Context: an optimization exercise on an open-source flow, tuned for small area and a short achievable clock period. The choices shown serve that exercise and are no tape-out recipe.
In this exercise RTL edits were held to simulation tests only and were not proved equivalent to the original.
No activity file was given, so power comes from the tool's default toggle rates.

==> flow/design.v <==
module func_unit(
  input  [3:0]  FS,
  input         SLT,
  input  [4:0]  SH,
  input  [31:0] A,
  input  [31:0] B,
  output [31:0] F
);
  wire [31:0] bx  = ({32{FS[1]}} & B) | ({32{FS[0]}} & ~B);
  wire        cin = FS[0];
  wire [32:0] sum1 = {A, 1'b1} + {bx, cin};
  wire [31:0] sum = sum1[32:1];
  wire nb1 = ~B[31] ^ ~(|B[30:0]);
  wire eq  = A[31] == nb1;
  reg [3:0] tt;
  always @(*) begin
    case (FS[2:0])
      3'b000:  tt = 4'b1000;  
      3'b001:  tt = 4'b1110;  
      3'b010:  tt = 4'b0110;  
      3'b011:  tt = 4'b0011;  
      default: tt = 4'b1010;  
    endcase
  end
  wire [31:0] lu = ({32{tt[3]}} &  A &  B) | ({32{tt[2]}} &  A & ~B) |
                   ({32{tt[1]}} & ~A &  B) | ({32{tt[0]}} & ~A & ~B);
  wire lsl = FS[1];
  wire [4:0] amt = lsl ? (5'd0 - SH) : SH;
  wire [63:0] bb = {B, B};
  wire [31:0] rot = bb >> amt;
  reg  [31:0] mask;
  integer k;
  always @(*)
    for (k = 0; k < 32; k = k + 1)
      mask[k] = lsl ? (k >= SH) : (k <= 31 - SH);
  wire [31:0] sh = rot & mask;
  wire shift = FS[3] & FS[2] & (FS[1] ^ FS[0]);
  wire [31:0] f = ~FS[3] ? sum : shift ? sh : lu;
  wire f0_s1 = SLT ? (eq ? A[31] : 1'b1) : f[0];    
  wire f0_s0 = SLT ? (eq ? A[31] : 1'b0) : f[0];    
  assign F = {f[31:1] & {31{~SLT}}, sum[31] ? f0_s1 : f0_s0};
endmodule
module instruction_decoder (
  input  [31:0] IR,
  output        RW,     
  output        LD,     
  output        SLT,    
  output        ST,     
  output        MA,     
  output        MB,     
  output        CS,     
  output        BR,     
  output        BZ,
  output        BNZ,
  output        JMP,    
  output        JMR
);
  wire [6:0] op = IR[31:25];
  localparam NOP  = 7'b000_0000,
             MOVA = 7'b100_0000,
             ADD  = 7'b000_0010,
             SUB  = 7'b000_0101,
             AND  = 7'b000_1000,
             OR   = 7'b000_1001,
             XOR  = 7'b000_1010,
             NOT  = 7'b000_1011,
             ADI  = 7'b010_0010,
             SBI  = 7'b010_0101,
             ANI  = 7'b010_1000,
             ORI  = 7'b010_1001,
             XRI  = 7'b010_1010,
             AIU  = 7'b100_0010,
             SIU  = 7'b100_0101,
             MOVB = 7'b000_1100,
             LSR  = 7'b000_1101,
             LSL  = 7'b000_1110,
             LDO  = 7'b001_0000,
             STO  = 7'b010_0000,
             JMRO = 7'b111_0000,
             SLTO = 7'b110_0101,
             BZO  = 7'b110_0000,
             BNZO = 7'b100_1000,
             JMPO = 7'b110_1000,
             JML  = 7'b011_0000;
  assign LD  = op == LDO;
  assign SLT = op == SLTO;
  assign ST  = op == STO;
  assign MA  = op == JML;
  assign BZ  = op == BZO;
  assign BNZ = op == BNZO;
  assign JMP = op == JMPO || op == JML;
  assign JMR = op == JMRO;
  assign BR  = BZ | BNZ | JMP;
  assign CS  = op == ADI || op == SBI || BR;
  assign MB  = CS || op == ANI || op == ORI || op == XRI || op == AIU || op == SIU;
  assign RW  = op == MOVA || op == MOVB || op == ADD || op == SUB || op == AND ||
               op == OR   || op == XOR  || op == LSR || op == LSL || op == NOT ||
               op == ADI  || op == SBI  || op == ANI || op == ORI || op == XRI ||
               op == AIU  || op == SIU  || LD || SLT || MA;
endmodule
module ao221 (
  input  a1, a2, b1, b2, c,
  output x
);
  assign x = (a1 & a2) | (b1 & b2) | c;
endmodule
module reg_next (
  input  l,
  input  h,
  input  d,
  input  q,
  output o
);
  assign o = (l & d) | (h & q);
endmodule
module rd6 (
  input  [5:0] s,
  input  [5:0] d,
  output       y
);
  assign y = |(s & d);
endmodule
module rd_and2 (
  input  [1:0] a,
  output       y
);
  assign y = &a;
endmodule
module rd_nor3 (
  input  [2:0] a,
  output       y
);
  assign y = ~|a;
endmodule
module rd_nand2 (
  input  [1:0] a,
  output       y
);
  assign y = ~&a;
endmodule
module pipeline(
  input  clk, rst_n,
  input  [31:0] IR ,   
  input  [31:0] D_IN,   
  output [31:0] D_OUT,  
  output [10:0] I_ADDR,
  output [10:0] D_ADDR, 
  output reg im_oen,
  output reg dm_oen,
  output reg dm_wen,
  output reg halt
);
  integer k;
  reg  [31:0] PC, PC_1;
  reg  [31:0] ins;                  
  reg         iv;                   
  reg         flush_ID;             
  reg  [31:1] asel, bsel;           
  reg         HA, HB;               
  reg         WHB;                  
  reg  [31:0] EX_R;                 
  reg  [31:0] EX_T;                 
  reg  [4:0]  EX_DA;
  reg         EX_RW;                
  reg         EX_LD;                
  reg         EX_TAKE;              
  reg         EX_FL;                
  wire [31:0] RES     = EX_LD ? D_IN : EX_R;    
  reg  [31:0] PC_INC, ia;
  integer d;
  always @(*) begin
    ia = PC;
    for (d = 1; d < 32; d = d * 2)
      for (k = 2*d - 1; k < 32; k = k + 2*d)
        ia[k] = ia[k] & ia[k-d];
    for (d = 8; d >= 1; d = d / 2)
      for (k = 3*d - 1; k < 32; k = k + 2*d)
        ia[k] = ia[k] & ia[k-d];
    PC_INC = PC ^ {ia[30:0], 1'b1};
  end
  wire [31:0] PC_NEXT = EX_TAKE ? EX_T : PC_INC;
  reg  [31:0] rf [1:31];
  wire [31:0] rf_nxt [1:31];
  genvar gi, gb;
  generate
    for (gi = 1; gi < 32; gi = gi + 1) begin : w
      wire we = EX_RW && EX_DA == gi;
      wire l = rst_n & we, h = rst_n & ~we;
      for (gb = 0; gb < 32; gb = gb + 1) begin : b
        reg_next RN(.l(l), .h(h), .d(RES[gb]), .q(rf[gi][gb]),
                    .o(rf_nxt[gi][gb]));
      end
    end
  endgenerate
  always @(posedge clk)
    for (k = 1; k < 32; k = k + 1)
      rf[k] <= rf_nxt[k];
  wire ID_RW, ID_LD, ID_SLT, ID_ST, MA, MB, CS, ID_BR, ID_BZ, ID_BNZ,
       ID_JMP, ID_JMR;
  instruction_decoder INSDE(.IR(ins), .RW(ID_RW), .LD(ID_LD), .SLT(ID_SLT),
                            .ST(ID_ST), .MA(MA), .MB(MB), .CS(CS), .BR(ID_BR),
                            .BZ(ID_BZ), .BNZ(ID_BNZ), .JMP(ID_JMP),
                            .JMR(ID_JMR));
  wire [4:0] ID_DA = ins[24:20];
  wire       id_v  = iv & ~EX_TAKE;
  wire       rw_next = id_v & ID_RW & (|ID_DA);   
  wire [31:0] RA, RB;
  generate
    for (gb = 0; gb < 32; gb = gb + 1) begin : rd
      wire [31:1] d;
      for (gi = 1; gi < 32; gi = gi + 1) begin : c
        assign d[gi] = rf[gi][gb];
      end
      wire [5:0] ga, gbb;
      wire [1:0] ha, hb;
      for (gi = 0; gi < 5; gi = gi + 1) begin : g
        rd6 RDA(.s(asel[6*gi+6:6*gi+1]), .d(d[6*gi+6:6*gi+1]), .y(ga[gi]));
        rd6 RDB(.s(bsel[6*gi+6:6*gi+1]), .d(d[6*gi+6:6*gi+1]), .y(gbb[gi]));
      end
      rd_and2 RDA31(.a({asel[31], d[31]}), .y(ga[5]));
      rd_and2 RDB31(.a({bsel[31], d[31]}), .y(gbb[5]));
      rd_nor3 A0(.a(ga[2:0]), .y(ha[0]));
      rd_nor3 A1(.a(ga[5:3]), .y(ha[1]));
      rd_nor3 B0(.a(gbb[2:0]), .y(hb[0]));
      rd_nor3 B1(.a(gbb[5:3]), .y(hb[1]));
      rd_nand2 AN(.a(ha), .y(RA[gb]));
      rd_nand2 BN(.a(hb), .y(RB[gb]));
    end
  endgenerate
  wire [31:0] IM  = {{17{CS & ins[14]}}, ins[14:0]};
  reg  [31:0] BRA, bg, bp, BG, BP;
  always @(*) begin
    bg = PC_1 & IM;
    bp = PC_1 ^ IM;
    BG = bg;
    BP = bp;
    for (d = 1; d < 32; d = d * 2)
      for (k = 2*d - 1; k < 32; k = k + 2*d) begin
        BG[k] = BG[k] | (BP[k] & BG[k-d]);
        BP[k] = BP[k] & BP[k-d];
      end
    for (d = 8; d >= 1; d = d / 2)
      for (k = 3*d - 1; k < 32; k = k + 2*d) begin
        BG[k] = BG[k] | (BP[k] & BG[k-d]);
        BP[k] = BP[k] & BP[k-d];
      end
    BRA = bp ^ {BG[30:0], 1'b0};
  end
  wire aPC = MA,  aR = ~MA & HA & ~EX_LD, aD = ~MA & HA & EX_LD, aF = ~MA & ~HA;
  wire bIM = MB,  bR = ~MB & HB & ~WHB & ~EX_LD, bD = ~MB & HB & ~WHB & EX_LD,
       bF = ~MB & ~HB;
  wire [31:0] BUS_A, BUS_B;
  generate
    for (gb = 0; gb < 32; gb = gb + 1) begin : opm
      ao221 MXA(.a1(aF), .a2(RA[gb]), .b1(aD), .b2(D_IN[gb]),
                .c((aPC & PC_1[gb]) | (aR & EX_R[gb])), .x(BUS_A[gb]));
      ao221 MXB(.a1(bF), .a2(RB[gb]), .b1(bD), .b2(D_IN[gb]),
                .c((bIM & IM[gb]) | (bR & EX_R[gb])), .x(BUS_B[gb]));
    end
  endgenerate
  wire [31:0] F;
  func_unit FUNCUNIT(.FS(ID_ST ? 4'b1100 : ins[28:25]), .SLT(ID_SLT),
                     .SH(ins[4:0]), .A(BUS_A), .B(BUS_B), .F(F));
  wire Z    = ~|BUS_A;
  wire take = ID_JMP | ID_JMR | (ID_BZ & Z) | (ID_BNZ & ~Z);
  wire dD = dm_wen & HA & EX_LD, dR = dm_wen & HA & ~EX_LD, dF = dm_wen & ~HA;
  generate
    for (gb = 0; gb < 11; gb = gb + 1) begin : dam
      ao221 MXD(.a1(dF), .a2(RA[gb]), .b1(dD), .b2(D_IN[gb]),
                .c((~dm_wen & EX_T[gb]) | (dR & EX_R[gb])), .x(D_ADDR[gb]));
    end
  endgenerate
  assign D_OUT  = EX_R;
  assign I_ADDR = PC[10:0];
  wire squash_if = EX_TAKE | flush_ID;
  always @(posedge clk) begin
    ins      <= IR;
    for (k = 1; k < 32; k = k + 1) begin
      asel[k] <= IR[19:15] == k;
      bsel[k] <= IR[14:10] == k;
    end
    EX_R     <= F;
    EX_T     <= ID_BR ? BRA : BUS_A;
    EX_DA    <= ID_DA;
    EX_LD    <= ID_LD;
  end
  always @(posedge clk) begin
    if (!rst_n) begin
      PC       <= 0;
      PC_1     <= 0;
      im_oen   <= 1'b1;
      halt     <= 1'b0;
      iv       <= 1'b0;
      flush_ID <= 1'b0;
      dm_oen   <= 1'b1;
      dm_wen   <= 1'b1;
      EX_RW    <= 1'b0;
      EX_TAKE  <= 1'b0;
      EX_FL    <= 1'b0;
      HA       <= 1'b0;
      HB       <= 1'b0;
      WHB      <= 1'b0;
    end else begin
      PC       <= PC_NEXT;
      PC_1     <= PC;
      im_oen   <= 1'b0;
      halt     <= halt | (~squash_if & (&IR));
      iv       <= ~squash_if;
      flush_ID <= EX_FL;
      dm_oen   <= ~(id_v & ID_LD);
      dm_wen   <= ~(id_v & ID_ST);
      EX_RW    <= rw_next;
      EX_TAKE  <= id_v & take;
      EX_FL    <= id_v & take & ~ID_JMR;
      HA       <= rw_next & (IR[19:15] == ID_DA);
      HB       <= rw_next & (IR[14:10] == ID_DA);
      WHB      <= EX_RW & (IR[14:10] == EX_DA);
    end
  end
endmodule
==> flow/flow/run.sh <==
#!/bin/bash
set -euo pipefail
bash standard.sh \
  SETUP_SLACK_MARGIN=6.6 \
  "BUFFER_PORTS_ARGS=-buffer_cell sky130_fd_sc_hd__buf_4" \
  "CTS_ARGS=-sink_clustering_enable -repair_clock_nets -sink_clustering_size 25 -sink_clustering_max_diameter 90 -dont_use_dummy_load" \
  finish > standard_flow.log 2>&1
==> flow/standard.sh <==
#!/bin/bash
# synth_recipe.tcl (not shown) runs the flow's synth.tcl, then flattens the netlist and writes it again
# the make line also repeats each setting of config.mk as NAME=value (left out here)
make -C /OpenROAD-flow-scripts/flow DESIGN_CONFIG=/design/flow/config.mk WORK_HOME=/design/flow/orfs CLKGATE_MAP_FILE= SYNTH_SCRIPT=/design/flow/synth_recipe.tcl "${@:-finish}"
==> flow/config.mk <==
export PLATFORM = sky130hd
export DESIGN_NAME = pipeline
export DESIGN_NICKNAME = pipeline
export VERILOG_FILES = /design/flow/design.v
export SDC_FILE = /design/flow/constraint.sdc
export NUM_CORES = 4
export LEC_CHECK = 0
export CAP_MARGIN = 20
export CORE_MARGIN = 2
export CORE_UTILIZATION = 35
export CTS_CLUSTER_DIAMETER = 90
export CTS_CLUSTER_SIZE = 25
export GPL_ROUTABILITY_DRIVEN = 1
export PLACE_DENSITY = 0.45
export SETUP_SLACK_MARGIN = 5
export SLEW_MARGIN = 20
export SYNTH_HIERARCHICAL = 1
export SYNTH_MINIMUM_KEEP_SIZE = 1
==> flow/constraint.sdc <==
create_clock -name core_clock -period 12.0 [get_ports {clk}]
set_input_delay 2.4000 -clock core_clock [delete_from_list [all_inputs] [get_ports {clk}]]
set_output_delay 2.4000 -clock core_clock [all_outputs]
set_load 0.01 [all_outputs]
==> key figures, run 1 <==
Floorplanning
  – Die H: just over 400 um
  – Initial core utilization: a little over a third
  – # IOs: 124
  – Core area: between 0.15 and 0.2 mm2
  – Row count: between 100 and 150
  – DIE AREA: 0.1658 mm2
  – Die width: 407.1 um

CTS
  – CTS tree: yes
  – Clock sinks: 1227
  – CTS root buffer: clkbuf_16
  – Clock Tree Buf Depth: 3
  – # hold bufs at CTS: 0
  – CTS H-tree depth: 3
  – Clock-pin slew on the worst setup and hold paths: ~0.11 ns
  – CTS buffer count: 72
  – Clk latency of the worst-skew pair: 0.74 ns

Finish
  – Most common cell after layout, fill and taps aside: dfxtp_1
  – Most frequent cells in the layout: 1211 x dfxtp_1, 1039 x a22o_1, 949 x a22oi_1
  – Layout Area Growth over Synthesis: 13.70%
  – Final Util: approximately two fifths
  – # nets final: roughly 6.0k
  – Layout cells sized above 1: between 10 and 15%

Timing
  – Hold slack: 0.4162 ns
  – Worst Tran Pin Value: approximately 1.3 ns
  – Period utilization: a little under half
  – Final setup skew: 0.07759 ns
  – Peak Freq: 182.9 MHz
  – Unrepaired setup endpoints after global routing: yes
  – Fin crit period: around 5.5 ns
  – TNS Setup: 0 ns
  – Setup violators final: 0
  – Final Max Slew Viols: 0
  – Rel. slew slack: between 15 and 20%
  – Hold Vio Cnt, Final: 0

Global route
  – Overall routing resource usage: 33.62%
  – Initial antenna violation count: 5
  – Vias in the first global route: roughly 50k
  – First-pass GRT wire length: 403600 um
  – Grt total ovfl: 0
  – Pin count of the biggest net entering global routing: 52

Drt
  – Via density: ~6.8
  – Overall routed net length: between 200000 and 300000 um
  – Routed via count: 54.77k
  – Routed Antenna Nets: 0
  – DRC viols: 0
  – DRT Pass-1 Iters: 6
  – First-iteration detailed-routing DRC count: 8052
  – Drt wl/cell: ~37 um

Critical path
  – WP data required: around 9.6 ns
  – CP Depth: 7
  – RR Endpoint: EX_R[29]
  – CP Launch Type: flip-flop
  – Reg2reg path depth: 17
  – CP max-delay cell: nor3_4
  – Cell mode on critical path: buf_6
  – CP max stage delay: 0.44 ns
  – Family with the most delay on the worst path: simple AND/OR/NAND/NOR gates
  – Cell Chain, Critical Path: buf_6 -> a22oi_1 -> nand3_2 -> nor3_4 -> nand2_2 -> a221o_1 -> buf_6
  – CP endpoint kind: output port
  – Buf/Inv on CP: 2
  – R2R Setup Slk: between 6 and 7 ns
  – RR Startpoint: bsel[9]
  – CP Max Fanout: 32
  – Crit path arrival time: about 3 ns
  – WS Path Type: flip-flop to output port

Synthesis
  – Synthesized Nets: approximately 5.8k
  – Syn Inst Count: roughly 5.6k
  – Synth warn: 10
  – Syn Area/Cell: roughly 10 um2
  – Mapped Area: 0.05688 mm2

Worst hold path
  – Hold Startpoint: EX_T[7]
  – Type of the worst min-delay path: flip-flop to flip-flop
  – Hold Path End: PC[7]
  – Hold path depth: 2

Power
  – VDD IR-drop max: around 0.00010 V
  – P per Cell Area: 115.3 mW/mm2
  – Total power: between 7 and 8 mW
  – Leak Pwr: roughly 25 nW

Job
  – Max-cap violations: 0

Placed design
  – Number of port buffers: about 120
  – RePlAce Congestion: between 0.9 and 1
  – Hpwl dp: ~180000 um

Run status
  – Status: complete, no violations
-- per-layer routing --
| layer | vias up | share of wire, % | GRT usage [%] |
|---|---|---|---|
| met5 | - | 0.014 | 0 |
| met4 | 6 | 4.6 | 13.42 |
| met3 | 428 | 11 | 8.593 |
| met2 | 3412 | 40 | 46.56 |
| met1 | 27720 | 44 | 49.09 |
| li1 | 23200 | - | - |
-- worst max path at each step --
stage,from,endpoint
CTS,D_IN[9],D_ADDR[9]
finish,asel[17],D_ADDR[7]
detailed placement,ins[31],EX_R[24]
global route,D_IN[9],D_ADDR[9]
floorplan,D_IN[6],EX_R[0]
global placement,ins[31],EX_R[30]
-- timing repair --
action / CTS / global route
cloned: 1 / 4
endpoints found under the hold margin: 0 / 0
setup buffers: 10 / 13
gates resized for setup: 100 / 70
setup endpoints to repair: 50 / 38
pin swaps: 23 / 37
-- through the flow --
step                area [um2]  worst slack (ns)  std cells
finish                   64670             6.533       8020
global route             64670             6.540       8018
floorplan                56900             6.760       5622
global placement         61600             5.506       7908
detailed placement       61720             5.400       7912
CTS                      64030             6.529       7995
-- final cells by class --
type                    count  area (um2)
well taps                2160        2703
clock buffers              72        1802
fillers                 15740       96260
repair buffers            316        2766
multi-input cells        4187       32590
inverters                  56       212.7
diodes                      2       5.005
flip-flops and latches   1227       24590
-- sequential cells by signal, indices dropped and copies added (netlist names), 27 cells and up --
register and flops:
rf 992, asel 31, bsel 31, PC_1 32, EX_T 32, EX_R 32
PC 32, ins 27
-- tightest hold or removal path, delay by kind of cell, from the launching register on --
family | cells | cell delay (ns)
flops | 1 | 0.29
buf+inv | 1 | 0.07
compound gates | 1 | 0.07
-- power breakdown --
part | internal [mW] | switching, mW
sequential | 4.10 | 0.0491
clock | 1.07 | 1.49
combinational | 0.172 | 0.582
total | 5.34 | 2.12
==> run 2: changes to the inputs <==
--- a/flow/config.mk
+++ b/flow/config.mk
@@ -7,11 +7,11 @@
 export LEC_CHECK = 0
 export CAP_MARGIN = 20
 export CORE_MARGIN = 2
-export CORE_UTILIZATION = 35
+export CORE_UTILIZATION = 48
 export CTS_CLUSTER_DIAMETER = 90
 export CTS_CLUSTER_SIZE = 25
 export GPL_ROUTABILITY_DRIVEN = 1
-export PLACE_DENSITY = 0.45
+export PLACE_DENSITY = 0.6
 export SETUP_SLACK_MARGIN = 5
 export SLEW_MARGIN = 20
 export SYNTH_HIERARCHICAL = 1
==> run 2 against run 1 <==
Against the previous run: still clean on timing, DRC and antenna; synthesized area did not move; synthesized cell count is the same; clock skew up 0.013 ns; clock power shrank 13%; flip-flop and latch count did not move; critical endpoint unchanged; largest cell class unchanged; highest routed layer unchanged.
==> key figures, run 2 <==
Floorplanning
  – Core area: between 0.1 and 0.15 mm2
  – Initial core utilization: slightly below 50%
  – Die width: approximately 350 um
  – Die H: about 350 um
  – # IOs: about 120
  – DIE AREA: around 0.12 mm2
  – Row count: roughly 130

Critical path
  – Crit path arrival time: ~3.1 ns
  – CP endpoint kind: output port
  – RR Startpoint: ins[27]
  – CP startpoint: asel[13]
  – WS Path Type: flip-flop to output port
  – WP data required: about 9.6 ns
  – CP Launch Type: flip-flop
  – CP Max Fanout: 32

Synthesis
  – Syn Area/Cell: a little over 10 um2
  – Syn Inst Count: approximately 5.6k
  – Synth warn: 10
  – Synthesized Nets: ~5.8k
  – Mapped Area: roughly 0.057 mm2

Finish
  – Layout Area Growth over Synthesis: 10.71%
  – Max reg flops: 992
  – # nets final: around 6.0k
  – Fin area: 0.06297 mm2
  – Layout cells sized above 1: 12.62%
  – Most frequent cells in the layout: 1219 x dfxtp_1, 1039 x a22o_1, 957 x a22oi_1
  – Top reg by flops: rf
  – Number of fill cells: 10.63k
  – Most common cell after layout, fill and taps aside: dfxtp_1

CTS
  – CTS root buffer: clkbuf_16
  – CTS H-tree depth: 2
  – Clock-pin slew on the worst setup and hold paths: approximately 0.10 ns
  – CTS tree: yes
  – Clk latency of the worst-skew pair: ~0.75 ns
  – Clock sinks: 1227
  – CTS buffer count: between 50 and 60
  – Clock Tree Buf Depth: 3

Timing
  – Worst Tran Pin Value: ~1.3 ns
  – Fin crit period: 5.484 ns
  – Period utilization: between 40% and 50%
  – Final setup skew: about 0.091 ns
  – Setup violators final: 0
  – Rel. slew slack: between 10% and 20%
  – Unrepaired setup endpoints after global routing: yes
  – Hold Vio Cnt, Final: 0
  – TNS Setup: 0 ns
  – Final Max Slew Viols: 0
  – Peak Freq: 182.4 MHz

Global route
  – First-pass GRT wire length: about 370000 um
  – Vias in the first global route: ~50k
  – Initial antenna violation count: 7
  – Grt total ovfl: 0
  – Pin count of the biggest net entering global routing: 56
  – Overall routing resource usage: 41.81%

Worst hold path
  – Type of the worst min-delay path: flip-flop to flip-flop
  – Hold Startpoint: flush_ID

Drt
  – Via density: around 7.5
  – Drt wl/cell: around 36 um
  – First-iteration detailed-routing DRC count: 9713
  – DRC viols: 0
  – DRT Pass-1 Iters: 7
  – Overall routed net length: 267800 um
  – Routed Antenna Nets: 0
  – Routed via count: 55.12k

Power
  – Leak Pwr: 24.02 nW
  – VDD IR-drop max: roughly 0.00013 V
  – P per Cell Area: 112.9 mW/mm2

Placed design
  – Hpwl dp: approximately 160000 um
  – RePlAce Congestion: 0.9980
  – Placed inst area: a little over 0.06 mm2
  – Number of port buffers: 123

Run status
  – Status: complete, no violations

Job
  – Max-cap violations: 0
run 2: area by class of cell:
cell class | count | area [um2] | area share [%]
multi-input combinational | 4185 | 32370 | 51.40
antenna | 3 | 7.507 | 0.01192
tap | 1536 | 1922 | 3.052
timing repair buffer | 288 | 2426 | 3.853
sequential | 1227 | 24580 | 39.04
inverter | 56 | 212.7 | 0.3378
clock buffer | 58 | 1451 | 2.305
run 2: per-layer routing:
metal | vias to the layer above | routed length (um) | part of all wire (%) | track usage, %
met5 | - | 90 | 0.034 | 0.2401
met4 | 12 | 16650 | 6.2 | 21.99
met3 | 620 | 40440 | 15 | 16.37
met2 | 4225 | 104400 | 39 | 56.27
met1 | 27180 | 106300 | 40 | 56.99
li1 | 23080 | - | - | -
run 2: critical path, cell delays in order, from the launching register on:
cell and delay, ns:
dfxtp_1 0.31, buf_4 0.29, a22oi_1 0.32, nand3_2 0.22, nor3_4 0.43, nand2_2 0.19
a221o_1 0.38, buf_4 0.15
run 2: power by group:
| part | leakage (nW) | switching [mW] | total (mW) | internal, mW |
|---|---|---|---|---|
| Combinational | 13.4 | 0.561 | 0.728 | 0.167 |
| Sequential | 9.91 | 0.0454 | 4.14 | 4.10 |
| Clock | 0.715 | 1.38 | 2.24 | 0.861 |
run 2: worst paths after layout:
| path | end | cells after the start | slack [ns] |
|---|---|---|---|
| hold reg to reg | iv | 1 | 0.41 |
| hold / removal | iv | 1 | 0.41 |
| setup reg to reg | EX_R[9] | 11 | 6.63 |
| setup / recovery | D_ADDR[7] | 7 | 6.52 |
run 2: stage by stage:
step | util [%] | hold slack (ns) | cells | setup slack, ns | total power [mW]
after global placement | 51.49 | 0.3995 | 7264 | 5.776 | 4.909
after floorplan | - | 0.3805 | 5622 | 6.760 | 4.556
after global routing | 53.46 | 0.4480 | 7350 | 6.574 | 7.244
after detailed placement | 51.59 | 0.4039 | 7268 | 5.664 | 4.913
final | 53.47 | 0.4140 | 7353 | 6.516 | 7.107
after CTS | 53.10 | 0.4162 | 7331 | 6.575 | 7.061
run 2: repair_timing:
action / CTS / global route
buffers inserted: 3 / 14
cloned: 2 / 1
pin swaps: 15 / 29
gates resized for setup: 58 / 58
hold buffers: 0 / 0
endpoints found under the setup margin: 41 / 29
==> run 3: changes to the inputs <==
==> flow/flow/run.sh (replaced) <==
#!/bin/bash
set -euo pipefail
bash standard.sh \
  SETUP_SLACK_MARGIN=6.5 \
  "BUFFER_PORTS_ARGS=-buffer_cell sky130_fd_sc_hd__buf_2" \
  "CTS_ARGS=-sink_clustering_enable -repair_clock_nets -sink_clustering_size 25 -sink_clustering_max_diameter 90 -dont_use_dummy_load" \
  finish > standard_flow.log 2>&1
==> flow/config.mk (replaced) <==
export PLATFORM = sky130hd
export DESIGN_NAME = pipeline
export DESIGN_NICKNAME = pipeline
export VERILOG_FILES = /design/flow/design.v
export SDC_FILE = /design/flow/constraint.sdc
export NUM_CORES = 4
export LEC_CHECK = 0
export CAP_MARGIN = 10
export CORE_MARGIN = 2
export CORE_UTILIZATION = 42
export CTS_CLUSTER_DIAMETER = 90
export CTS_CLUSTER_SIZE = 25
export GPL_ROUTABILITY_DRIVEN = 1
export PLACE_DENSITY = 0.52
export SETUP_SLACK_MARGIN = 5
export SLEW_MARGIN = 10
export SYNTH_HIERARCHICAL = 1
export SYNTH_MINIMUM_KEEP_SIZE = 1
==> run 3 against run 2 <==
Against the previous run: total power up 0.54%; core utilization down 7.1 points; sequential power about the same; hold slack worse by 0.0081 ns; synthesized area unchanged; register-to-register slack worse by 0.16 ns; combinational power down 2%.
==> key figures, run 3 <==
CTS
  – CTS buffer count: 60
  – Clock Tree Buf Depth: 3
  – Clk latency of the worst-skew pair: 0.76 ns
  – Clock-pin slew on the worst setup and hold paths: ~0.11 ns
  – # hold bufs at CTS: 0
  – CTS tree: yes
  – CTS H-tree depth: 2
  – Clock sinks: approximately 1.2k
  – CTS root buffer: clkbuf_16

Global route
  – Pin count of the biggest net entering global routing: 52
  – Vias in the first global route: just under 50k
  – First-pass GRT wire length: roughly 380000 um
  – Initial antenna violation count: 12
  – Grt total ovfl: 0
  – Overall routing resource usage: between 30% and 40%

Critical path
  – WS Path Type: flip-flop to output port
  – R2R Setup Slk: 6.47 ns
  – CP max-delay cell: nor3_4
  – CP Max Fanout: 32
  – Crit path arrival time: about 3.1 ns
  – Reg2reg path depth: 16
  – RR Startpoint: bsel[9]
  – CP max stage delay: roughly 0.43 ns
  – Cell Chain, Critical Path: buf_4 -> a22oi_1 -> nand3_2 -> nor3_4 -> nand2_2 -> a221o_1 -> buf_2
  – WP data required: approximately 9.6 ns
  – CP endpoint kind: output port
  – CP endpoint: D_ADDR[9]
  – CP Launch Type: flip-flop
  – CP startpoint: asel[9]
  – RR Endpoint: EX_R[0]

Job
  – Max-cap violations: 0

Drt
  – Routed Antenna Nets: 0
  – DRC viols: 0
  – Routed via count: approximately 54k
  – DRT Pass-1 Iters: 6
  – First-iteration detailed-routing DRC count: between 8k and 9k
  – Via density: around 7
  – Overall routed net length: roughly 280000 um
  – Drt wl/cell: approximately 36 um

Placed design
  – Number of port buffers: 123
  – Hpwl dp: ~170000 um
  – Dpl cells: 7497
  – RePlAce Congestion: just under 1

Power
  – Leak Pwr: around 24 nW
  – VDD IR-drop max: 0.0001337 V
  – P per Cell Area: roughly 110 mW/mm2

Worst hold path
  – Hold Startpoint: EX_T[29]
  – Hold path depth: 2
  – Type of the worst min-delay path: flip-flop to flip-flop

Timing
  – Worst Tran Pin Value: around 1.4 ns
  – TNS Setup: 0 ns
  – Setup violators final: 0
  – Hold Vio Cnt, Final: 0
  – Unrepaired setup endpoints after global routing: no
  – Period utilization: between 40% and 50%
  – Peak Freq: roughly 180 MHz
  – Fin crit period: around 5.5 ns
  – Final Max Slew Viols: 0
  – Final setup skew: approximately 0.10 ns
  – Rel. slew slack: roughly 7.2%
  – Hold slack: 0.4059 ns

Finish
  – Most frequent cells in the layout: 1220 x dfxtp_1, 1039 x a22o_1, 960 x a22oi_1
  – Finished Layout Cells: 7569
  – Most common cell after layout, fill and taps aside: dfxtp_1
  – Layout cells sized above 1: between 10% and 20%
  – Number of fill cells: approximately 13k
  – Max reg flops: around 990
  – # nets final: about 6.0k
  – Layout Area Growth over Synthesis: 9.927%
  – Top reg by flops: rf

Floorplanning
  – DIE AREA: approximately 0.14 mm2
  – Initial core utilization: 42.15%
  – Die H: roughly 370 um
  – Row count: about 140
  – # IOs: around 120
  – Die width: roughly 370 um
  – Core area: roughly 0.13 mm2

Synthesis
  – Synthesized Nets: slightly below 6k
  – Syn Inst Count: roughly 5.6k
  – Synth warn: 10
  – Mapped Area: about 0.057 mm2
  – Syn Area/Cell: ~10 um2

Run status
  – Status: complete, no violations
-- run 3: critical path, delay by kind of cell (launching register included) --
kind | cells | cell delay [ns]
and+or+nand+nor | 3 | 0.91
DFF | 1 | 0.33
buffers and inverters | 2 | 0.44
AOI/OAI and AO/OA | 2 | 0.71
-- run 3: repair_timing --
item / 4_1_cts / 5_1_grt
gates resized for setup: 33 / 40
setup endpoints to repair: 41 / 29
pin swaps: 8 / 12
cloned: 1 / 2
setup buffers: 2 / 2
-- run 3: area by class of cell --
type | instances | area [um2] | area share, %
antenna | 5 | 12.51 | 0.02001
timing repair buffer | 255 | 1694 | 2.709
tap | 1781 | 2228 | 3.564
inverter | 56 | 212.7 | 0.3402
clock buffer | 60 | 1501 | 2.401
sequential | 1227 | 24580 | 39.31
multi-input combinational | 4185 | 32300 | 51.66
-- run 3: how the worst min path moves through the flow --
stage / to
floorplan: EX_DA[1]
global placement: flush_ID
detailed placement: flush_ID
CTS: PC[29]
global route: PC_1[21]
finish: PC[29]
-- run 3: routing by layer --
layer,vias to the layer above,wire (um),global-route usage (%)
met4,2,13910,15.73
met2,3561,108900,51.79
li1,23040,-,-
met5,-,16,0
met3,426,35030,11.14
met1,27230,118000,55.49
-- run 3: through the flow --
stage	setup WS, ns	power [mW]	util [%]	instance area [um2]
4_1_cts	6.508	7.136	46.15	62290
6_report	6.462	7.145	46.33	62530
3_5_place_dp	5.708	4.913	44.88	60580
5_1_grt	6.500	7.312	46.32	62520
3_3_place_gp	5.821	4.916	44.88	60580
2_1_floorplan	6.589	4.556	-	56900
-- run 3: report_power, final --
group	internal (mW)	switching (mW)
logic	0.145	0.569
registers	4.10	0.0468
clock network	0.888	1.40
total	5.13	2.02
==> run 4: changes to the inputs <==
--- a/flow/config.mk
+++ b/flow/config.mk
@@ -7,11 +7,11 @@
 export LEC_CHECK = 0
 export CAP_MARGIN = 10
 export CORE_MARGIN = 2
-export CORE_UTILIZATION = 42
+export CORE_UTILIZATION = 48
 export CTS_CLUSTER_DIAMETER = 90
 export CTS_CLUSTER_SIZE = 25
 export GPL_ROUTABILITY_DRIVEN = 1
-export PLACE_DENSITY = 0.52
+export PLACE_DENSITY = 0.6
 export SETUP_SLACK_MARGIN = 5
 export SLEW_MARGIN = 10
 export SYNTH_HIERARCHICAL = 1
==> run 4 against run 3 <==
Against the previous run: still clean; non-clock buffer count up 12; global-route usage grew 3.4 points; clock skew fell by 0.018 ns; maximum frequency about the same; register-to-register slack gained 0.08 ns; clock-buffer cell count shrank 2; flip-flop and latch count unchanged; sequential share of layout area increased by 0.21 points; routed wire length fell by 3.5%; largest power group unchanged; hold slack worse by 0.011 ns.
==> key figures, run 4 <==
Timing
  – Final setup skew: ~0.083 ns
  – Period utilization: 46.19%
  – Setup violators final: 0
  – Final setup margin: between 6 and 7 ns
  – Fin crit period: roughly 5.5 ns
  – Final Max Slew Viols: 0
  – TNS Setup: 0 ns
  – Peak Freq: 180.4 MHz
  – Worst Tran Pin Value: 1.285 ns
  – Hold Vio Cnt, Final: 0
  – Rel. slew slack: 14.14%
  – Unrepaired setup endpoints after global routing: no

Drt
  – Routed via count: between 50k and 60k
  – Drt wl/cell: approximately 36 um
  – Overall routed net length: roughly 270000 um
  – DRT Pass-1 Iters: 8
  – DRC viols: 0
  – Via density: 7.484
  – First-iteration detailed-routing DRC count: about 9.3k
  – Routed Antenna Nets: 0

Finish
  – Number of fill cells: 10.57k
  – Most common cell after layout, fill and taps aside: dfxtp_1
  – # nets final: 5966
  – Layout cells sized above 1: 11.93%
  – Most frequent cells in the layout: 1219 x dfxtp_1, 1039 x a22o_1, 960 x a22oi_1
  – Layout Area Growth over Synthesis: 9.362%
  – Top reg by flops: rf
  – Max reg flops: roughly 990

Floorplanning
  – # IOs: 124
  – Die H: 348.2 um
  – DIE AREA: about 0.12 mm2
  – Core area: approximately 0.12 mm2
  – Initial core utilization: 48.30%
  – Die width: ~350 um
  – Row count: roughly 130

Worst hold path
  – Type of the worst min-delay path: flip-flop to flip-flop
  – Hold path depth: 2

CTS
  – Clk latency of the worst-skew pair: between 0.7 and 0.8 ns
  – Clock Tree Buf Depth: 3
  – CTS root buffer: clkbuf_16
  – CTS tree: yes
  – Clock-pin slew on the worst setup and hold paths: about 0.11 ns
  – Clock sinks: roughly 1.2k
  – CTS H-tree depth: 2
  – CTS buffer count: between 50 and 60

Critical path
  – Crit path arrival time: about 3.1 ns
  – CP max-delay cell: nor3_4
  – WP data required: roughly 9.6 ns
  – WS Path Type: flip-flop to output port
  – Reg2reg path depth: 16
  – CP max stage delay: between 0.3 and 0.4 ns
  – CP endpoint kind: output port
  – CP Max Fanout: 32
  – Cell Chain, Critical Path: buf_4 -> a22oi_1 -> nand3_1 -> nor3_4 -> nand2_1 -> a221o_1 -> buf_2
  – CP Launch Type: flip-flop

Placed design
  – RePlAce Congestion: a little over 1
  – Post-Place Worst Slack: around 5.7 ns
  – Hpwl dp: around 160000 um
  – Number of port buffers: between 100 and 150

Global route
  – Initial antenna violation count: 6
  – First-pass GRT wire length: 369900 um
  – Pin count of the biggest net entering global routing: 60
  – Vias in the first global route: roughly 49k
  – Grt total ovfl: 0
  – Overall routing resource usage: about two fifths

Synthesis
  – Syn Inst Count: roughly 5.6k
  – Syn Area/Cell: slightly above 10 um2
  – Mapped Area: 0.05688 mm2
  – Synth warn: 10
  – Synthesized Nets: approximately 5.8k

Power
  – Leak Pwr: ~24 nW
  – P per Cell Area: between 100 and 150 mW/mm2
  – VDD IR-drop max: roughly 0.00012 V

Job
  – Max-cap violations: 0

Run status
  – Status: complete, no violations
[run 4: changes by cell type in the layout (fill, tap and decap cells not counted), moves of 3 or more]
cell     previous run  this run
buf_4             121       136
a221o_1            77        69
a221o_2             1         9
nand3_1           343       348
nand3_2            18        13
buf_6               5         1
diode_2             5         2
nor3_2            111       114
nor3_4             18        15
[run 4: cell type report]
class	count	area (um2)	area share (%)
antenna	2	5.005	0.008046
timing repair inverter	1	5.005	0.008046
multi-input combinational	4185	32250	51.85
timing repair buffer	267	1772	2.848
sequential	1227	24580	39.52
tap	1536	1922	3.089
clock buffer	58	1451	2.333
inverter	56	216.5	0.3480
[run 4: worst paths after layout]
kind                 start        end  slack, ns
setup reg to reg  bsel[17]    EX_R[0]       6.55
hold reg to reg   EX_T[21]     PC[21]       0.39
hold / removal    EX_T[21]     PC[21]       0.39
setup / recovery  asel[13]  D_ADDR[7]       6.46
[run 4: report_power, final]
group | internal [mW] | leakage [nW] | total [mW] | switching (mW)
clock network | 0.861 | 0.715 | 2.24 | 1.38
registers | 4.10 | 9.91 | 4.14 | 0.0448
logic | 0.146 | 13.0 | 0.705 | 0.560
total | 5.10 | 23.7 | 7.09 | 1.98
[run 4: what timing repair did]
| action | CTS | global route |
|---|---|---|
| setup buffers | 2 | 8 |
| cloned | 1 | 3 |
| hold buffers | 0 | 0 |
| pin swaps | 5 | 8 |
| gates resized for setup | 25 | 47 |
| endpoints found under the setup margin | 34 | 28 |
[run 4: critical path: cells and delay by family, from the launching register on]
kind	cells	cell delay, ns
flip-flops	1	0.32
AO/OA/AOI/OAI	2	0.65
buffers and inverters	2	0.41
AND/OR/NAND/NOR	3	0.95
[run 4: routing by layer]
metal,track usage (%),wire length [um]
met1,57.40,106100
met5,0.8403,165
met4,21.04,16230
met3,15.71,40630
met2,55.79,103200
[run 4: through the flow]
step                power, mW  hold slack (ns)  cells  area (um2)  utilization [%]
finish                  7.086           0.3947   7332       62210            52.82
global route            7.226           0.4066   7330       62200            52.82
CTS                     7.046           0.3959   7319       61900            52.56
detailed placement      4.893           0.4046   7258       60310            51.21
global placement        4.895           0.3987   7258       60310            51.21
floorplan               4.556           0.3805   5622       56900                -
==> run 5: changes to the inputs <==
==> flow/flow/run.sh (replaced) <==
#!/bin/bash
set -euo pipefail
bash standard.sh \
  SETUP_SLACK_MARGIN=6.6 \
  "BUFFER_PORTS_ARGS=-buffer_cell sky130_fd_sc_hd__buf_2" \
  "CTS_ARGS=-sink_clustering_enable -repair_clock_nets -sink_clustering_size 25 -sink_clustering_max_diameter 90 -dont_use_dummy_load" \
  finish > standard_flow.log 2>&1
--- a/flow/config.mk
+++ b/flow/config.mk
@@ -7,11 +7,11 @@
 export LEC_CHECK = 0
 export CAP_MARGIN = 10
 export CORE_MARGIN = 2
-export CORE_UTILIZATION = 48
+export CORE_UTILIZATION = 42
 export CTS_CLUSTER_DIAMETER = 90
 export CTS_CLUSTER_SIZE = 25
 export GPL_ROUTABILITY_DRIVEN = 1
-export PLACE_DENSITY = 0.6
+export PLACE_DENSITY = 0.52
 export SETUP_SLACK_MARGIN = 5
 export SLEW_MARGIN = 10
 export SYNTH_HIERARCHICAL = 1
==> run 5 against run 4 <==
Against the previous run: core utilization fell by 6.2 points; largest cell class unchanged; clock skew rose by 0.024 ns; cell count is 3.5% higher; critical endpoint is now D_ADDR[8]; highest routed layer unchanged; die area increased by 14%; combinational power rose by 2%; total power up 1.1%; synthesized area is the same; synthesized cell count unchanged.
==> key figures, run 5 <==
Critical path
  – CP endpoint kind: output port
  – WS Path Type: flip-flop to output port
  – WP data required: between 9 and 10 ns
  – R2R Setup Slk: between 6 and 7 ns
  – CP Max Fanout: 32
  – Crit path arrival time: approximately 3.1 ns
  – CP Launch Type: flip-flop
  – CP max-delay cell: nor3_4
  – Cell Chain, Critical Path: buf_4 -> a22oi_1 -> nand3_2 -> nor3_4 -> nand2_2 -> a221o_1 -> buf_2
  – CP max stage delay: ~0.38 ns

CTS
  – CTS root buffer: clkbuf_16
  – Clock-pin slew on the worst setup and hold paths: 0.10 ns
  – CTS buffer count: 60
  – CTS H-tree depth: 2
  – Clock Tree Buf Depth: 3
  – Clock sinks: 1227
  – # hold bufs at CTS: 0
  – Clk latency of the worst-skew pair: approximately 0.75 ns
  – CTS tree: yes

Job
  – Max-cap violations: 0

Synthesis
  – Syn Inst Count: ~5.6k
  – Syn Area/Cell: 10.12 um2
  – Mapped Area: 0.05688 mm2
  – Synth warn: 10
  – Synthesized Nets: between 5k and 6k

Floorplanning
  – Die H: about 370 um
  – Initial core utilization: 42.15%
  – Die width: 372.0 um
  – Core area: roughly 0.13 mm2
  – DIE AREA: 0.1384 mm2
  – # IOs: ~120
  – Row count: 135

Timing
  – Rel. slew slack: approximately an eighth
  – Final Max Slew Viols: 0
  – Final setup skew: 0.1078 ns
  – Hold slack: roughly 0.41 ns
  – Period utilization: a little under half
  – TNS Setup: 0 ns
  – Worst Tran Pin Value: 1.311 ns
  – Peak Freq: 183.6 MHz
  – Final setup margin: ~6.6 ns
  – Unrepaired setup endpoints after global routing: no
  – Fin crit period: 5.447 ns
  – Hold Vio Cnt, Final: 0
  – Setup violators final: 0

Placed design
  – Number of port buffers: 123
  – Dpl cells: 7510
  – Hpwl dp: around 170000 um
  – Placed inst area: 0.06067 mm2
  – Post-Place Worst Slack: 5.688 ns
  – RePlAce Congestion: between 0.9 and 1

Finish
  – Most frequent cells in the layout: 1219 x dfxtp_1, 1039 x a22o_1, 947 x a22oi_1
  – Number of fill cells: 12.71k
  – Layout cells sized above 1: around 13%
  – Top reg by flops: rf
  – Finished Layout Cells: between 7k and 8k
  – Fin area: approximately 0.063 mm2
  – Max reg flops: between 900 and 1k
  – Multi-input logic area: between 0.03 and 0.04 mm2
  – Final Util: a little under half
  – Register area: about 0.025 mm2
  – # nets final: roughly 6.0k
  – Most common cell after layout, fill and taps aside: dfxtp_1
  – Layout Area Growth over Synthesis: 10.53%

Drt
  – Overall routed net length: between 200000 and 300000 um
  – DRT Pass-1 Iters: 7
  – Drt wl/cell: around 37 um
  – First-iteration detailed-routing DRC count: about 8.7k
  – Met1 wire length: ~120000 um
  – DR WL met2: 111400 um
  – Routed via count: between 50k and 60k
  – Via density: between 7 and 8
  – Routed Antenna Nets: 0
  – Met3 routed wirelength: approximately 36000 um
  – Top sig layer: met5
  – DRC viols: 0

Power
  – Flop pwr share: around 58%
  – Switch Pwr: approximately 2 mW
  – Total power: just over 7 mW
  – P_int: slightly above 5 mW
  – VDD IR-drop max: between 0.0001 and 0.00015 V
  – Clk pwr share: around a third
  – Power share of the combinational group: between 10% and 20%
  – Switching Share: between 20% and 30%
  – Leak Pwr: 23.88 nW
  – P per Cell Area: between 100 and 150 mW/mm2

Global route
  – Grt total ovfl: 0
  – Vias in the first global route: 48.71k
  – Overall routing resource usage: 38.31%
  – Pin count of the biggest net entering global routing: between 50 and 60
  – Initial antenna violation count: 6
  – First-pass GRT wire length: roughly 380000 um

Worst hold path
  – Type of the worst min-delay path: flip-flop to flip-flop

Run status
  – Status: complete, no violations
==> run 5: repair_timing <==
item,4_1_cts,5_1_grt
setup buffers,3,10
endpoints found under the setup margin,39,28
pin swaps,18,30
cloned,2,1
gates resized for setup,59,68
endpoints found under the hold margin,0,0
==> run 5: worst paths after layout <==
| path | endpoint | from | cells after the start |
|---|---|---|---|
| min | PC[19] | EX_T[19] | 2 |
| max reg2reg | EX_R[30] | bsel[18] | 17 |
| max | D_ADDR[8] | asel[15] | 7 |
| min reg2reg | PC[19] | EX_T[19] | 2 |
==> run 5: power by group through the flow <==
| stage | combinational [mW] | clock [mW] | sequential, mW |
|---|---|---|---|
| floorplan | 0.323 | 0 | 4.23 |
| global placement | 0.684 | 0 | 4.23 |
| detailed placement | 0.683 | 0 | 4.23 |
| CTS | 0.687 | 2.32 | 4.14 |
| global route | 0.731 | 2.45 | 4.14 |
| finish | 0.721 | 2.30 | 4.14 |
==> run 5: cell type report <==
| cell class | count | area share (%) |
|---|---|---|
| timing repair buffer | 277 | 3.039 |
| sequential | 1227 | 39.10 |
| tap | 1781 | 3.544 |
| inverter | 56 | 0.3383 |
| multi-input combinational | 4185 | 51.58 |
| antenna | 3 | 0.01194 |
| clock buffer | 60 | 2.388 |
==> run 5: worst max-delay path, delay by kind of cell, from the launching register on <==
| family | cells | cell delay [ns] |
|---|---|---|
| AO/OA/AOI/OAI | 2 | 0.69 |
| flip-flops | 1 | 0.31 |
| buffers and inverters | 2 | 0.44 |
| AND/OR/NAND/NOR | 3 | 0.84 |
==> run 5: per-layer routing <==
| metal | up-vias | GRT usage [%] |
|---|---|---|
| met4 | 4 | 14.66 |
| met2 | 3546 | 52.80 |
| li1 | 23070 | - |
| met5 | - | 0 |
| met3 | 383 | 11.79 |
| met1 | 27380 | 55.20 |
==> run 6: changes to the inputs <==
==> flow/flow/run.sh (replaced) <==
#!/bin/bash
set -euo pipefail
bash standard.sh \
  SETUP_SLACK_MARGIN=6.8 \
  "BUFFER_PORTS_ARGS=-buffer_cell sky130_fd_sc_hd__buf_2" \
  "CTS_ARGS=-sink_clustering_enable -repair_clock_nets -sink_clustering_size 25 -sink_clustering_max_diameter 90 -dont_use_dummy_load" \
  finish > standard_flow.log 2>&1
==> run 6 against run 5 <==
Against the previous run: core utilization grew 0.54 points; sequential share of layout area shrank 0.43 points; cell area grew 1.2%; highest routed layer unchanged; hold slack lost 0.032 ns; die area is the same; synthesized cell count is the same; clock power is essentially flat; non-clock buffer count grew 34; flip-flop and latch count is the same; largest power group unchanged; critical path type unchanged; still clean on timing, DRC and antenna.
==> key figures, run 6 <==
Floorplanning
  – Initial core utilization: a little over two fifths
  – # IOs: approximately 120
  – Core area: 0.1350 mm2
  – DIE AREA: about 0.14 mm2
  – Die width: between 300 and 400 um
  – Die H: approximately 370 um
  – Row count: 135

Placed design
  – RePlAce Congestion: 0.9573
  – Hpwl dp: between 150000 and 200000 um
  – Placed inst area: 0.06062 mm2
  – Number of port buffers: 123

Power
  – P_int: between 5 and 6 mW
  – VDD IR-drop max: 0.0001261 V
  – Flop pwr share: between 50% and 60%
  – Leak Pwr: 24.25 nW
  – Switch Pwr: a little over 2 mW
  – Switching Share: about 28%
  – P per Cell Area: ~110 mW/mm2
  – Power share of the combinational group: 10.1%
  – Clk pwr share: between 30% and 40%

Global route
  – Grt total ovfl: 0
  – Pin count of the biggest net entering global routing: between 70 and 80
  – Vias in the first global route: between 40k and 50k
  – Initial antenna violation count: 13
  – First-pass GRT wire length: ~380000 um
  – Overall routing resource usage: 37.78%

Critical path
  – CP endpoint: D_ADDR[2]
  – WP data required: approximately 9.6 ns
  – WS Path Type: flip-flop to output port
  – CP Launch Type: flip-flop
  – RR Endpoint: EX_R[26]
  – Crit path arrival time: approximately 3 ns
  – CP endpoint kind: output port
  – CP max stage delay: 0.49 ns
  – CP startpoint: asel[11]
  – Reg2reg path depth: 17
  – CP max-delay cell: nor3_4
  – RR Startpoint: bsel[9]
  – Cell Chain, Critical Path: buf_8 -> a22oi_1 -> nand3_2 -> nor3_4 -> nand2_4 -> a221o_1 -> buf_2
  – CP Max Fanout: 32
  – R2R Setup Slk: between 6 and 7 ns

Drt
  – Routed via count: 54.18k
  – Overall routed net length: ~270000 um
  – First-iteration detailed-routing DRC count: around 8.0k
  – Drt wl/cell: around 36 um
  – DRT Pass-1 Iters: 6
  – DRC viols: 0
  – Routed Antenna Nets: 0
  – Via density: around 7.1

Synthesis
  – Syn Area/Cell: around 10 um2
  – Syn Inst Count: roughly 5.6k
  – Mapped Area: about 0.057 mm2
  – Synthesized Nets: 5792
  – Synth warn: 10

CTS
  – CTS buffer count: a little over 60
  – CTS H-tree depth: 2
  – Clock sinks: ~1.2k
  – Clock-pin slew on the worst setup and hold paths: around 0.11 ns
  – CTS root buffer: clkbuf_16
  – Clock Tree Buf Depth: 3
  – Clk latency of the worst-skew pair: 0.78 ns
  – CTS tree: yes
  – # hold bufs at CTS: 0

Timing
  – Peak Freq: around 180 MHz
  – Unrepaired setup endpoints after global routing: yes
  – Setup violators final: 0
  – Hold Vio Cnt, Final: 0
  – Rel. slew slack: between 10% and 20%
  – Period utilization: 45.09%
  – Final Max Slew Viols: 0
  – Worst Tran Pin Value: 1.290 ns
  – Fin crit period: approximately 5.4 ns
  – Final setup skew: 0.1453 ns
  – TNS Setup: 0 ns

Finish
  – Fin area: about 0.064 mm2
  – Layout Area Growth over Synthesis: 11.81%
  – Max reg flops: about 1000
  – Layout cells sized above 1: 13.85%
  – Most frequent cells in the layout: 1217 x dfxtp_1, 1039 x a22o_1, 947 x a22oi_1
  – Top reg by flops: rf
  – Most common cell after layout, fill and taps aside: dfxtp_1
  – # nets final: around 6.0k

Run status
  – Status: complete, no violations

Job
  – Max-cap violations: 0

Worst hold path
  – Type of the worst min-delay path: flip-flop to flip-flop
==> run 6: cell type report <==
type / count / area [um2]
sequential: 1227 / 24590
inverter: 56 / 212.7
clock buffer: 61 / 1526
tap: 1781 / 2228
multi-input combinational: 4185 / 32700
antenna: 2 / 5.005
fill: 12630 / 71360
timing repair buffer: 311 / 2332
==> run 6: what timing repair did <==
| item | CTS | global route |
|---|---|---|
| gates cloned | 2 | 2 |
| gates resized for setup | 110 | 127 |
| pin swaps | 26 | 62 |
| endpoints found under the hold margin | 0 | 0 |
| endpoints found under the setup margin | 50 | 32 |
| buffers inserted | 15 | 38 |
==> run 6: layer usage <==
metal	routed length [um]	up-vias	track usage, %
met5	57	-	0
met4	13160	10	16.07
met3	34220	419	10.72
met2	108500	3418	51.49
met1	118300	27180	54.89
li1	-	23150	-
==> run 6: how the worst min path moves through the flow <==
| stage | start | endpoint | slack (ns) | depth (start not counted) |
|---|---|---|---|---|
| detailed placement | flush_ID | iv | 0.43 | 1 |
| CTS | EX_T[16] | PC[16] | 0.38 | 2 |
| floorplan | ins[21] | EX_DA[1] | 0.38 | 0 |
| global route | EX_T[16] | PC[16] | 0.40 | 2 |
| finish | EX_T[16] | PC[16] | 0.38 | 2 |
| global placement | flush_ID | iv | 0.43 | 1 |
==> run 6: power groups by stage <==
stage | clock, mW | sequential (mW) | combinational (mW)
after global placement | 0 | 4.23 | 0.678
after floorplan | 0 | 4.23 | 0.323
final | 2.32 | 4.14 | 0.729
after CTS | 2.34 | 4.14 | 0.687
after global routing | 2.46 | 4.14 | 0.741
after detailed placement | 0 | 4.23 | 0.677
==> run 6: metrics by stage <==
| step | cells | util, % | setup slack (ns) | hold slack, ns | total power, mW |
|---|---|---|---|---|---|
| after floorplan | 5622 | - | 6.799 | 0.3805 | 4.556 |
| after global placement | 7503 | 44.91 | 5.823 | 0.4326 | 4.912 |
| after detailed placement | 7503 | 44.91 | 5.828 | 0.4290 | 4.910 |
| after CTS | 7581 | 46.49 | 6.641 | 0.3750 | 7.164 |
| after global routing | 7622 | 47.12 | 6.638 | 0.4050 | 7.347 |
| final | 7623 | 47.12 | 6.590 | 0.3829 | 7.191 |
==> run 6: worst max-delay path, delay by kind of cell, from the launching register on <==
kind | cells | cell delay (ns)
buffers and inverters | 2 | 0.34
and+or+nand+nor | 3 | 0.92
DFF | 1 | 0.34
AOI/OAI and AO/OA | 2 | 0.60
==> run 7: changes to the inputs <==
--- a/flow/design.v
+++ b/flow/design.v
@@ -126,17 +126,11 @@
 );
   assign y = &a;
 endmodule
-module rd_nor3 (
-  input  [2:0] a,
+module rd_or6 (
+  input  [5:0] a,
   output       y
 );
-  assign y = ~|a;
-endmodule
-module rd_nand2 (
-  input  [1:0] a,
-  output       y
-);
-  assign y = ~&a;
+  assign y = |a;
 endmodule
 module pipeline(
   input  clk, rst_n,
@@ -212,19 +206,14 @@
         assign d[gi] = rf[gi][gb];
       end
       wire [5:0] ga, gbb;
-      wire [1:0] ha, hb;
       for (gi = 0; gi < 5; gi = gi + 1) begin : g
         rd6 RDA(.s(asel[6*gi+6:6*gi+1]), .d(d[6*gi+6:6*gi+1]), .y(ga[gi]));
         rd6 RDB(.s(bsel[6*gi+6:6*gi+1]), .d(d[6*gi+6:6*gi+1]), .y(gbb[gi]));
       end
       rd_and2 RDA31(.a({asel[31], d[31]}), .y(ga[5]));
       rd_and2 RDB31(.a({bsel[31], d[31]}), .y(gbb[5]));
-      rd_nor3 A0(.a(ga[2:0]), .y(ha[0]));
-      rd_nor3 A1(.a(ga[5:3]), .y(ha[1]));
-      rd_nor3 B0(.a(gbb[2:0]), .y(hb[0]));
-      rd_nor3 B1(.a(gbb[5:3]), .y(hb[1]));
-      rd_nand2 AN(.a(ha), .y(RA[gb]));
-      rd_nand2 BN(.a(hb), .y(RB[gb]));
+      rd_or6 AN(.a(ga), .y(RA[gb]));
+      rd_or6 BN(.a(gbb), .y(RB[gb]));
     end
   endgenerate
   wire [31:0] IM  = {{17{CS & ins[14]}}, ins[14:0]};
==> flow/flow/run.sh (replaced) <==
#!/bin/bash
set -euo pipefail
bash standard.sh \
  SETUP_SLACK_MARGIN=6.5 \
  "BUFFER_PORTS_ARGS=-buffer_cell sky130_fd_sc_hd__buf_2" \
  "CTS_ARGS=-sink_clustering_enable -repair_clock_nets -sink_clustering_size 25 -sink_clustering_max_diameter 90 -dont_use_dummy_load" \
  finish > standard_flow.log 2>&1
==> run 7 against run 6 <==
Against the previous run: still clean; synthesized cell count is the same; cell count grew 0.29%; via count grew 1.2%; clock power barely moved; largest cell class unchanged.
==> key figures, run 7 <==
Run status
  – Status: complete, no violations

Power
  – P per Cell Area: between 100 and 150 mW/mm2
  – Switch Pwr: approximately 2.0 mW
  – P_int: between 5 and 6 mW
  – VDD IR-drop max: roughly 0.00013 V
  – Total power: 7.175 mW
  – Leak Pwr: ~24 nW
  – Flop pwr share: just under 60%
  – Clk pwr share: between 30% and 40%
  – Power share of the combinational group: roughly 10%
  – Switching Share: ~28%

Floorplanning
  – Row count: ~130
  – Initial core utilization: between 40% and 50%
  – DIE AREA: 0.1368 mm2
  – # IOs: 124
  – Die width: 369.9 um
  – Die H: 369.9 um
  – Core area: roughly 0.13 mm2

CTS
  – CTS H-tree depth: 2
  – Clock sinks: between 1k and 1.5k
  – Clock-pin slew on the worst setup and hold paths: roughly 0.11 ns
  – # hold bufs at CTS: 0
  – Clk latency of the worst-skew pair: 0.77 ns
  – Clock Tree Buf Depth: 3
  – CTS buffer count: slightly above 60
  – CTS tree: yes
  – CTS root buffer: clkbuf_16

Critical path
  – CP Launch Type: flip-flop
  – CP Max Fanout: 32
  – CP endpoint kind: output port
  – Reg2reg path depth: 16
  – RR Startpoint: bsel[27]
  – RR Endpoint: EX_R[30]
  – R2R Setup Slk: 6.53 ns
  – WS Path Type: flip-flop to output port
  – Crit path arrival time: 3.22 ns
  – WP data required: about 9.6 ns

Drt
  – Drt wl/cell: roughly 37 um
  – Routed via count: approximately 55k
  – First-iteration detailed-routing DRC count: 8613
  – Met3 routed wirelength: around 36000 um
  – Via density: 7.173
  – Top sig layer: met5
  – DR WL met2: between 100000 and 150000 um
  – Overall routed net length: between 200000 and 300000 um
  – Met1 wire length: 115000 um
  – DRT Pass-1 Iters: 7
  – DRC viols: 0
  – Routed Antenna Nets: 0

Timing
  – Hold Vio Cnt, Final: 0
  – Rel. slew slack: under 10%
  – Peak Freq: roughly 180 MHz
  – Unrepaired setup endpoints after global routing: yes
  – TNS Setup: 0 ns
  – Period utilization: between 40% and 50%
  – Worst Tran Pin Value: ~1.4 ns
  – Fin crit period: between 5 and 6 ns
  – Setup violators final: 0
  – Final Max Slew Viols: 0
  – Final setup skew: between 0.1 and 0.15 ns

Placed design
  – Number of port buffers: 123
  – RePlAce Congestion: between 0.9 and 1
  – Hpwl dp: 173800 um

Worst hold path
  – Hold Path End: PC[30]
  – Type of the worst min-delay path: flip-flop to flip-flop
  – Hold path depth: 2
  – Hold Startpoint: EX_T[30]

Finish
  – Layout cells sized above 1: approximately an eighth
  – Max reg flops: between 900 and 1k
  – Most frequent cells in the layout: 1218 x dfxtp_1, 1039 x a22o_1, 948 x a22oi_1
  – Number of fill cells: 12.64k
  – Most common cell after layout, fill and taps aside: dfxtp_1
  – Layout Area Growth over Synthesis: 12.01%
  – Top reg by flops: rf
  – # nets final: around 6.0k
  – Multi-input logic area: 0.03195 mm2
  – Register area: between 0.02 and 0.025 mm2

Synthesis
  – Syn Inst Count: around 5.6k
  – Syn Area/Cell: 10.00 um2
  – Mapped Area: approximately 0.056 mm2
  – Synthesized Nets: between 5k and 6k
  – Synth warn: 10

Job
  – Max-cap violations: 0

Global route
  – Overall routing resource usage: between 30% and 40%
  – Grt total ovfl: 0
  – Vias in the first global route: between 40k and 50k
  – Pin count of the biggest net entering global routing: 52
  – First-pass GRT wire length: 390800 um
  – Initial antenna violation count: 16
run 7: how the worst max path moves through the flow:
stage               slack [ns]         to  cells past startpoint     start
floorplan                 6.59    EX_R[0]                     21   ins[31]
global placement          5.32   EX_R[24]                     20   ins[31]
detailed placement        5.34   EX_R[24]                     20   ins[31]
CTS                       6.50  D_ADDR[1]                      8  asel[17]
global route              6.47  D_ADDR[7]                      7  asel[29]
finish                    6.38  D_ADDR[7]                      7  asel[29]
run 7: critical path, cell delays in order (launching register included):
cell and delay, ns:
dfxtp_1 0.32, buf_6 0.22, a22oi_1 0.30, nand3_2 0.31
nor4_4 0.59, nand2_1 0.17, a221o_1 0.40, buf_2 0.16
run 7: layout make-up:
type	count	share of cell area [%]
diodes	7	0.02781
clock buffers	61	2.423
inverters	56	0.3377
multi-input cells	4185	50.72
flip-flops and latches	1227	39.02
well taps	1768	3.512
repair buffers	341	3.951
run 7: routing by layer:
metal	GRT usage, %	vias up
li1	-	23230
met1	53.40	27240
met2	55.28	3719
met3	13.07	645
met4	21.57	14
met5	1.119	-
run 7: per-stage QoR:
stage	instances	utilization [%]	hold slack, ns	area [um2]	worst slack, ns
after floorplan	5622	-	0.3805	56260	6.589
after global placement	7539	45.34	0.4143	60360	5.317
after detailed placement	7539	45.34	0.4215	60360	5.337
after CTS	7618	47.00	0.3998	62570	6.496
after global routing	7641	47.31	0.4036	62980	6.470
final	7645	47.32	0.3897	62990	6.378
run 7: timing repair:
action,4_1_cts,5_1_grt
buffers inserted,15,19
cloned,3,1
resized for setup,101,55
pin swaps,20,21
endpoints found under the setup margin,46,28
run 7: power groups by stage:
stage                     Combinational [mW]  Sequential, mW  Clock, mW
after floorplan                        0.323            4.23          0
after CTS                              0.691            4.14       2.33
after global routing                   0.732            4.14       2.46
final                                  0.719            4.14       2.31
after global placement                 0.687            4.23          0
after detailed placement               0.685            4.23          0
==> run 8: changes to the inputs <==
--- a/flow/config.mk
+++ b/flow/config.mk
@@ -7,11 +7,11 @@
 export LEC_CHECK = 0
 export CAP_MARGIN = 10
 export CORE_MARGIN = 2
-export CORE_UTILIZATION = 42
+export CORE_UTILIZATION = 48
 export CTS_CLUSTER_DIAMETER = 90
 export CTS_CLUSTER_SIZE = 25
 export GPL_ROUTABILITY_DRIVEN = 1
-export PLACE_DENSITY = 0.52
+export PLACE_DENSITY = 0.6
 export SETUP_SLACK_MARGIN = 5
 export SLEW_MARGIN = 10
 export SYNTH_HIERARCHICAL = 1
==> run 8 against run 7 <==
Against the previous run: setup slack improved by 0.070 ns; via count rose by 0.40%; cell area fell by 1.5%; still clean on timing, DRC and antenna; critical endpoint unchanged; sequential power barely moved.
==> key figures, run 8 <==
Global route
  – Vias in the first global route: around 50k
  – Pin count of the biggest net entering global routing: just under 50
  – Grt total ovfl: 0
  – Overall routing resource usage: ~43%
  – Initial antenna violation count: 11
  – First-pass GRT wire length: 378200 um

Critical path
  – CP max-delay cell: nor4_4
  – Cell Chain, Critical Path: buf_4 -> a22oi_1 -> nand3_4 -> nor4_4 -> nand2_1 -> a221o_1 -> buf_2
  – Buf/Inv on CP: 2
  – Crit path arrival time: approximately 3.2 ns
  – WS Path Type: flip-flop to output port
  – WP data required: 9.60 ns
  – CP Launch Type: flip-flop
  – CP max stage delay: 0.54 ns
  – CP Max Fanout: 32
  – CP endpoint kind: output port
  – Family with the most delay on the worst path: simple AND/OR/NAND/NOR gates

Placed design
  – Number of port buffers: 123
  – RePlAce Congestion: about 1.1
  – Hpwl dp: about 160000 um
  – Dpl cells: 7290

Timing
  – Rel. slew slack: under 10%
  – Setup violators final: 0
  – Period utilization: approximately 46%
  – Hold slack: between 0.4 and 0.5 ns
  – TNS Setup: 0 ns
  – Final setup skew: 0.08849 ns
  – Final Max Slew Viols: 0
  – Worst Tran Pin Value: about 1.4 ns
  – Fin crit period: approximately 5.6 ns
  – Hold Vio Cnt, Final: 0
  – Peak Freq: 180.1 MHz
  – Unrepaired setup endpoints after global routing: yes

Power
  – Switching Share: between 20 and 30%
  – VDD IR-drop max: between 0.0001 and 0.00015 V
  – Power share of the combinational group: just under 10%
  – P per Cell Area: ~110 mW/mm2
  – Flop pwr share: roughly three fifths
  – Leak Pwr: roughly 24 nW
  – Clk pwr share: 31.5%
  – Switch Pwr: about 2 mW
  – P_int: slightly above 5 mW
  – Total power: between 7 and 8 mW

Finish
  – Final Util: a little over half
  – Most frequent cells in the layout: 1220 x dfxtp_1, 1039 x a22o_1, 948 x a22oi_1
  – Finished Layout Cells: roughly 7.4k
  – Layout cells sized above 1: 10.92%
  – # nets final: between 6k and 7k
  – Most common cell after layout, fill and taps aside: dfxtp_1
  – Number of fill cells: around 11k
  – Max reg flops: ~990
  – Top reg by flops: rf
  – Layout Area Growth over Synthesis: 10.33%

Job
  – Max-cap violations: 0

Drt
  – Drt wl/cell: about 37 um
  – Overall routed net length: 271300 um
  – First-iteration detailed-routing DRC count: roughly 10k
  – DRT Pass-1 Iters: 9
  – Routed via count: roughly 55k
  – Via density: roughly 7.5
  – DRC viols: 0
  – Routed Antenna Nets: 0

Floorplanning
  – Core area: about 0.12 mm2
  – Die width: 346.3 um
  – Initial core utilization: about half
  – # IOs: 124
  – Row count: 125
  – DIE AREA: between 0.1 and 0.15 mm2
  – Die H: between 300 and 400 um

CTS
  – CTS buffer count: 58
  – CTS tree: yes
  – Clock-pin slew on the worst setup and hold paths: roughly 0.11 ns
  – CTS root buffer: clkbuf_16
  – Clk latency of the worst-skew pair: about 0.74 ns
  – CTS H-tree depth: 2
  – Clock sinks: 1227
  – Clock Tree Buf Depth: 3

Synthesis
  – Mapped Area: roughly 0.056 mm2
  – Synth warn: 10
  – Syn Area/Cell: 10.00 um2
  – Synthesized Nets: between 5k and 6k
  – Syn Inst Count: 5622

Worst hold path
  – Type of the worst min-delay path: flip-flop to flip-flop

Run status
  – Status: complete, no violations
## run 8: path summary, 6_finish.rpt
| kind | from | end | slack, ns | depth (start not counted) |
|---|---|---|---|---|
| hold reg to reg | EX_T[31] | PC[31] | 0.42 | 2 |
| hold / removal | EX_T[31] | PC[31] | 0.42 | 2 |
| setup reg to reg | ins[27] | EX_R[23] | 6.50 | 12 |
| setup / recovery | asel[26] | D_ADDR[7] | 6.45 | 7 |
## run 8: timing repair
item                       in CTS  in global routing
cloned                          2                  0
gates resized for setup        43                 67
setup buffers                   5                  1
pin swaps                       8                  9
hold buffers                    0                  0
setup endpoints to repair      48                 28
hold endpoints to repair        0                  0
## run 8: worst min-delay path, cell delays in order (launching register included)
cell	delay (ns)
dfxtp_1	0.31
a21oi_1	0.06
nor2_1	0.09
## run 8: metrics by stage
step / setup WS (ns) / instance area (um2)
floorplan: 6.589 / 56260
global placement: 5.292 / 59970
detailed placement: 5.282 / 59970
CTS: 6.493 / 61710
global route: 6.423 / 62040
finish: 6.448 / 62050
## run 8: power groups by stage
stage | Clock (mW) | Combinational, mW | Sequential (mW)
floorplan | 0 | 0.323 | 4.23
finish | 2.23 | 0.701 | 4.14
CTS | 2.24 | 0.665 | 4.14
detailed placement | 0 | 0.662 | 4.23
global placement | 0 | 0.663 | 4.23
global route | 2.35 | 0.709 | 4.14
## run 8: area by class of cell
type                    instances  area [um2]  area share [%]
inverters                      56       216.5          0.3489
multi-input cells            4185       31850           51.33
clock buffers                  58        1451           2.339
repair inverters                1       5.005        0.008066
diodes                          4       10.01         0.01613
well taps                    1524        1907           3.073
flip-flops and latches       1227       24570           39.60
repair buffers                305        2033           3.277
## run 8: per-layer routing
metal | GRT usage, % | part of all wire [%]
met1 | 56.92 | 39
met2 | 59.09 | 40
met3 | 16.63 | 15
met4 | 25.61 | 6.7
met5 | 0 | 0.013

re-timing with driven ports:
Ports are ideal in the flow. The routed layouts listed here were re-timed in OpenROAD. Step 1, drivers: a clkbuf_16 drives clk and a buf_2 each remaining input, both assumed. Step 2, shift: input delay + t, output delay - t, t = (earliest + latest rising clock arrival at the registers) / 2. This alone moves slack from input paths to output paths. Slacks: ideal ports / drivers / drivers and shift; pairs: ideal ports / drivers.
| run | t (ns) | slack for setup (ns) | worst data-port slew with drivers (ns) |
|---|---|---|---|
| run 1 | 0.790 | 6.533 / 6.445 / 6.043 | 0.14 |
| run 2 | 0.791 | 6.516 / 6.435 / 6.197 | 0.10 |
| run 3 | 0.785 | 6.462 / 6.379 / 6.206 | 0.13 |
| run 4 | 0.792 | 6.457 / 6.370 / 6.132 | 0.15 |
| run 5 | 0.790 | 6.553 / 6.463 / 6.228 | 0.06 |
| run 6 | 0.798 | 6.590 / 6.502 / 6.081 | 0.13 |
| run 7 | 0.792 | 6.378 / 6.293 / 6.198 | 0.18 |
| run 8 | 0.777 | 6.448 / 6.368 / 6.059 | 0.06 |
After both steps setup and hold are still met in every run listed. The setup slack of run 6, which loses most, moves by -0.088 ns with the drivers and by -0.509 ns with both steps.
